This design comes from an exercise in tuning for a short achievable clock period and few clock cycles on the open sky130 flow, not from production work.
Function was checked by simulation only, so behaviour that the tests miss may differ from the original.
No activity file was given, so power comes from the tool's default toggle rates.

## the previous run
==> flow/design.v <==
`timescale 1ns / 1ps
module Full(input clk, input reset,
	output mem_req, output mem_we, output[15:0] mem_addr, output[15:0] mem_wdata,
	input[15:0] mem_rdata, input mem_ready);
	function [15:0] pfx16(input [15:0] g, input [15:0] p);
		reg [15:0] g1, p1, g2, p2, g3, p3, g4;
		integer k;
		begin
			for (k = 0; k < 16; k = k + 1) begin
				g1[k] = (k >= 1) ? g[k] | (p[k] & g[k-1]) : g[k];
				p1[k] = (k >= 1) ? p[k] & p[k-1] : p[k];
			end
			for (k = 0; k < 16; k = k + 1) begin
				g2[k] = (k >= 2) ? g1[k] | (p1[k] & g1[k-2]) : g1[k];
				p2[k] = (k >= 2) ? p1[k] & p1[k-2] : p1[k];
			end
			for (k = 0; k < 16; k = k + 1) begin
				g3[k] = (k >= 4) ? g2[k] | (p2[k] & g2[k-4]) : g2[k];
				p3[k] = (k >= 4) ? p2[k] & p2[k-4] : p2[k];
			end
			for (k = 0; k < 16; k = k + 1)
				g4[k] = (k >= 8) ? g3[k] | (p3[k] & g3[k-8]) : g3[k];
			pfx16 = p ^ {g4[14:0], 1'b0};
		end
	endfunction
	function [15:0] inc16(input [15:0] x);
		integer k;
		begin
			inc16[0] = ~x[0];
			for (k = 1; k < 16; k = k + 1)
				inc16[k] = x[k] ^ (&(x | ~((16'd1 << k) - 16'd1)));
		end
	endfunction
	reg [15:0] R [0:7];
	reg        N, Z, P;
	reg [15:0] M;         
	reg [15:0] FA;        
	reg [15:0] A, B, Bn, S;   
	reg [2:0]  D;         
	reg        xADD, xAND, xNOT, xJSR, xLD, xST;
	reg        we;
	assign mem_addr  = M;
	assign mem_we    = we;
	assign mem_req   = 1'b1;
	assign mem_wdata = S;
	wire [15:0] band = A & ~Bn;
	wire [15:0] sum  = pfx16(band, A ^ B);
	wire [15:0] zv   = ~((A ^ B) ^ {A[14:0] | ~Bn[14:0], 1'b0});
	wire        xALU = xADD | xAND | xNOT;
	wire [15:0] res  = xLD ? mem_rdata : xADD ? sum : xAND ? band : ~A;
	wire        resZ = xLD ? (mem_rdata == 16'd0) : xADD ? (&zv) : xAND ? (band == 16'd0) : (&A);
	wire        wr   = xALU | xLD;
	wire        nN   = wr ? res[15] : N;
	wire        nZ   = wr ? resZ : Z;
	wire        nP   = wr ? ~res[15] & ~resZ : P;
	wire [15:0] R7n  = xJSR ? FA : R[7];
	function [15:0] rd(input [2:0] s);
		rd = (wr && D == s) ? res : (xJSR && s == 3'd7) ? FA : R[s];
	endfunction
	wire        fetch = ~(xLD | xST);
	wire [15:0] ins  = mem_rdata;
	wire [3:0]  op   = ins[15:12];
	wire [15:0] inc  = inc16(M);
	wire [15:0] off  = ins[14] ? {{5{ins[10]}}, ins[10:0]} : {{7{ins[8]}}, ins[8:0]};
	wire [15:0] tgt  = pfx16(inc & off, inc ^ off);
	wire        iBR  = (op == 4'b0000);
	wire        iJSR = (op == 4'b0100);
	wire        iLD  = (op == 4'b0010);
	wire        iST  = (op == 4'b0011);
	wire        iRET = (op == 4'b1100);
	wire        take = iJSR | iLD | iST |
	                   (iBR & ((ins[11] & nN) | (ins[10] & nZ) | (ins[9] & nP)));
	wire [15:0] nM   = take ? tgt : iRET ? R7n : inc;
	integer i;
	always @(posedge clk) begin
		if (reset) begin
			for (i = 0; i < 8; i = i + 1) R[i] <= 16'd0;
			N <= 1'b0; Z <= 1'b0; P <= 1'b0;
			M <= 16'd0; FA <= 16'd0; A <= 16'd0; B <= 16'd0; Bn <= 16'hffff; S <= 16'd0; D <= 3'd0;
			xADD <= 1'b0; xAND <= 1'b0; xNOT <= 1'b0; xJSR <= 1'b0; xLD <= 1'b0; xST <= 1'b0;
			we <= 1'b0;
		end else if (mem_ready) begin
			if (wr) R[D] <= res;
			if (xJSR) R[7] <= FA;
			N <= nN; Z <= nZ; P <= nP;
			if (fetch) begin
				M    <= nM;
				FA   <= inc;
				A    <= rd(ins[8:6]);
				B    <= ins[5] ? {{11{ins[4]}}, ins[4:0]} : rd(ins[2:0]);
				Bn   <= ~(ins[5] ? {{11{ins[4]}}, ins[4:0]} : rd(ins[2:0]));
				S    <= rd(ins[11:9]);
				D    <= ins[11:9];
				xADD <= (op == 4'b0001);
				xAND <= (op == 4'b0101);
				xNOT <= (op == 4'b1001);
				xJSR <= iJSR;
				xLD  <= iLD;
				xST  <= iST;
				we   <= iST;
			end else begin
				M    <= FA;
				xADD <= 1'b0; xAND <= 1'b0; xNOT <= 1'b0; xJSR <= 1'b0; xLD <= 1'b0; xST <= 1'b0;
				we   <= 1'b0;
			end
		end
	end
endmodule
==> flow/config.mk <==
export PLATFORM = sky130hd
export DESIGN_NAME = Full
export DESIGN_NICKNAME = Full
export VERILOG_FILES = /design/flow/design.v
export SDC_FILE = /design/flow/constraint.sdc
export NUM_CORES = 4
export LEC_CHECK = 0
export CAP_MARGIN = 20
export CORE_MARGIN = 2
export CORE_UTILIZATION = 40
export SETUP_SLACK_MARGIN = 5
export SLEW_MARGIN = 20
export TNS_END_PERCENT = 100
==> flow/constraint.sdc <==
create_clock -name core_clock -period 7.5 [get_ports {clk}]
set_input_delay 1.5000 -clock core_clock [delete_from_list [all_inputs] [get_ports {clk}]]
set_output_delay 1.5000 -clock core_clock [all_outputs]
set_load 0.01 [all_outputs]
run.sh (not shown) runs the stock make flow with config.mk's settings and CLKGATE_MAP_FILE= SYNTH_SCRIPT=/design/flow/synth_recipe.tcl, a recipe that flattens the netlist after the stock synthesis.
Testbench counts of the previous run, summed over its fixed seeds: cycles 32,881.
### the previous run -> the current run
--- a/flow/design.v
+++ b/flow/design.v
@@ -3,8 +3,9 @@
 	output mem_req, output mem_we, output[15:0] mem_addr, output[15:0] mem_wdata,
 	input[15:0] mem_rdata, input mem_ready);
-	function [15:0] pfx16(input [15:0] g, input [15:0] p);
-		reg [15:0] g1, p1, g2, p2, g3, p3, g4;
+	function [15:0] add16(input [15:0] a, input [15:0] b);
+		reg [15:0] g, p, g1, p1, g2, p2, g3, p3, g4;
 		integer k;
 		begin
+			g = a & b; p = a ^ b;
 			for (k = 0; k < 16; k = k + 1) begin
 				g1[k] = (k >= 1) ? g[k] | (p[k] & g[k-1]) : g[k];
@@ -21,13 +22,5 @@
 			for (k = 0; k < 16; k = k + 1)
 				g4[k] = (k >= 8) ? g3[k] | (p3[k] & g3[k-8]) : g3[k];
-			pfx16 = p ^ {g4[14:0], 1'b0};
-		end
-	endfunction
-	function [15:0] inc16(input [15:0] x);
-		integer k;
-		begin
-			inc16[0] = ~x[0];
-			for (k = 1; k < 16; k = k + 1)
-				inc16[k] = x[k] ^ (&(x | ~((16'd1 << k) - 16'd1)));
+			add16 = p ^ {g4[14:0], 1'b0};
 		end
 	endfunction
@@ -36,5 +29,5 @@
 	reg [15:0] M;         
 	reg [15:0] FA;        
-	reg [15:0] A, B, Bn, S;   
+	reg [15:0] A, B, S;   
 	reg [2:0]  D;         
 	reg        xADD, xAND, xNOT, xJSR, xLD, xST;
@@ -44,7 +37,7 @@
 	assign mem_req   = 1'b1;
 	assign mem_wdata = S;
-	wire [15:0] band = A & ~Bn;
-	wire [15:0] sum  = pfx16(band, A ^ B);
-	wire [15:0] zv   = ~((A ^ B) ^ {A[14:0] | ~Bn[14:0], 1'b0});
+	wire [15:0] sum  = add16(A, B);
+	wire [15:0] band = A & B;
+	wire [15:0] zv   = ~((A ^ B) ^ {A[14:0] | B[14:0], 1'b0});
 	wire        xALU = xADD | xAND | xNOT;
 	wire [15:0] res  = xLD ? mem_rdata : xADD ? sum : xAND ? band : ~A;
@@ -61,7 +54,7 @@
 	wire [15:0] ins  = mem_rdata;
 	wire [3:0]  op   = ins[15:12];
-	wire [15:0] inc  = inc16(M);
+	wire [15:0] inc  = M + 16'd1;
 	wire [15:0] off  = ins[14] ? {{5{ins[10]}}, ins[10:0]} : {{7{ins[8]}}, ins[8:0]};
-	wire [15:0] tgt  = pfx16(inc & off, inc ^ off);
+	wire [15:0] tgt  = add16(inc, off);
 	wire        iBR  = (op == 4'b0000);
 	wire        iJSR = (op == 4'b0100);
@@ -77,5 +70,5 @@
 			for (i = 0; i < 8; i = i + 1) R[i] <= 16'd0;
 			N <= 1'b0; Z <= 1'b0; P <= 1'b0;
-			M <= 16'd0; FA <= 16'd0; A <= 16'd0; B <= 16'd0; Bn <= 16'hffff; S <= 16'd0; D <= 3'd0;
+			M <= 16'd0; FA <= 16'd0; A <= 16'd0; B <= 16'd0; S <= 16'd0; D <= 3'd0;
 			xADD <= 1'b0; xAND <= 1'b0; xNOT <= 1'b0; xJSR <= 1'b0; xLD <= 1'b0; xST <= 1'b0;
 			we <= 1'b0;
@@ -89,5 +82,4 @@
 				A    <= rd(ins[8:6]);
 				B    <= ins[5] ? {{11{ins[4]}}, ins[4:0]} : rd(ins[2:0]);
-				Bn   <= ~(ins[5] ? {{11{ins[4]}}, ins[4:0]} : rd(ins[2:0]));
 				S    <= rd(ins[11:9]);
 				D    <= ins[11:9];
==> comparison <==
- The current run did not stop at any stage, and its layout met the timing, design-rule and antenna checks.
- For the final worst-path setup slack, the current run came in 0.16 ns lower than the previous run did.
- Relative to the previous run, the period utilization of the current run is higher by 2.2 points.
- The previous run → the current run: final core utilization lost 2.7 points, number of tap instances decreased 7.
- Going from the previous run to the current run, cell count shrank by a few percent.
- Gate count after technology mapping, the previous run and the current run: larger value in the previous run
- Switching fraction of total power sits lower in the current run than in the previous run.
- Diff the previous run and the current run: minimum clock period higher in the current run
- Required time reported for the critical path endpoint on the current run is down relative to the previous run.
- Row later-pin clock latency in the skew report: the current run lower / the previous run higher
- Taking the previous run as 1.0, the current run lands at 0.932 on sequential cell count.
- Lower clock network power share was reported by the previous run, not the current run.
Testbench counts of the current run, summed over its fixed seeds: cycles 32,881.

[separate check: timing with driven ports]
The flow's constraints put no driver on any port. The routed layouts listed below were extracted and timed again, unchanged, in two steps. Step 1 assumes that a clkbuf_16 drives the clock port and a buf_2 every other input. Step 2, shift: input delay + t, output delay - t, t = (earliest + latest rising clock arrival at the registers) / 2. This alone moves slack from input paths to output paths. a / b / c = no drivers / after step 1 / after step 2; a / b = the first two.
run | t (ns) | slack for setup (ns) | worst setup path after step 2
the previous run | 0.632 | 4.263 / 4.266 / 3.634 | input to register
the current run | 0.603 | 4.100 / 4.106 / 3.502 | input to register
After both steps setup and hold are still met in every run listed. For the previous run, which loses most, drivers alone change the setup slack by +0.003 ns; drivers and shift together by -0.629 ns.
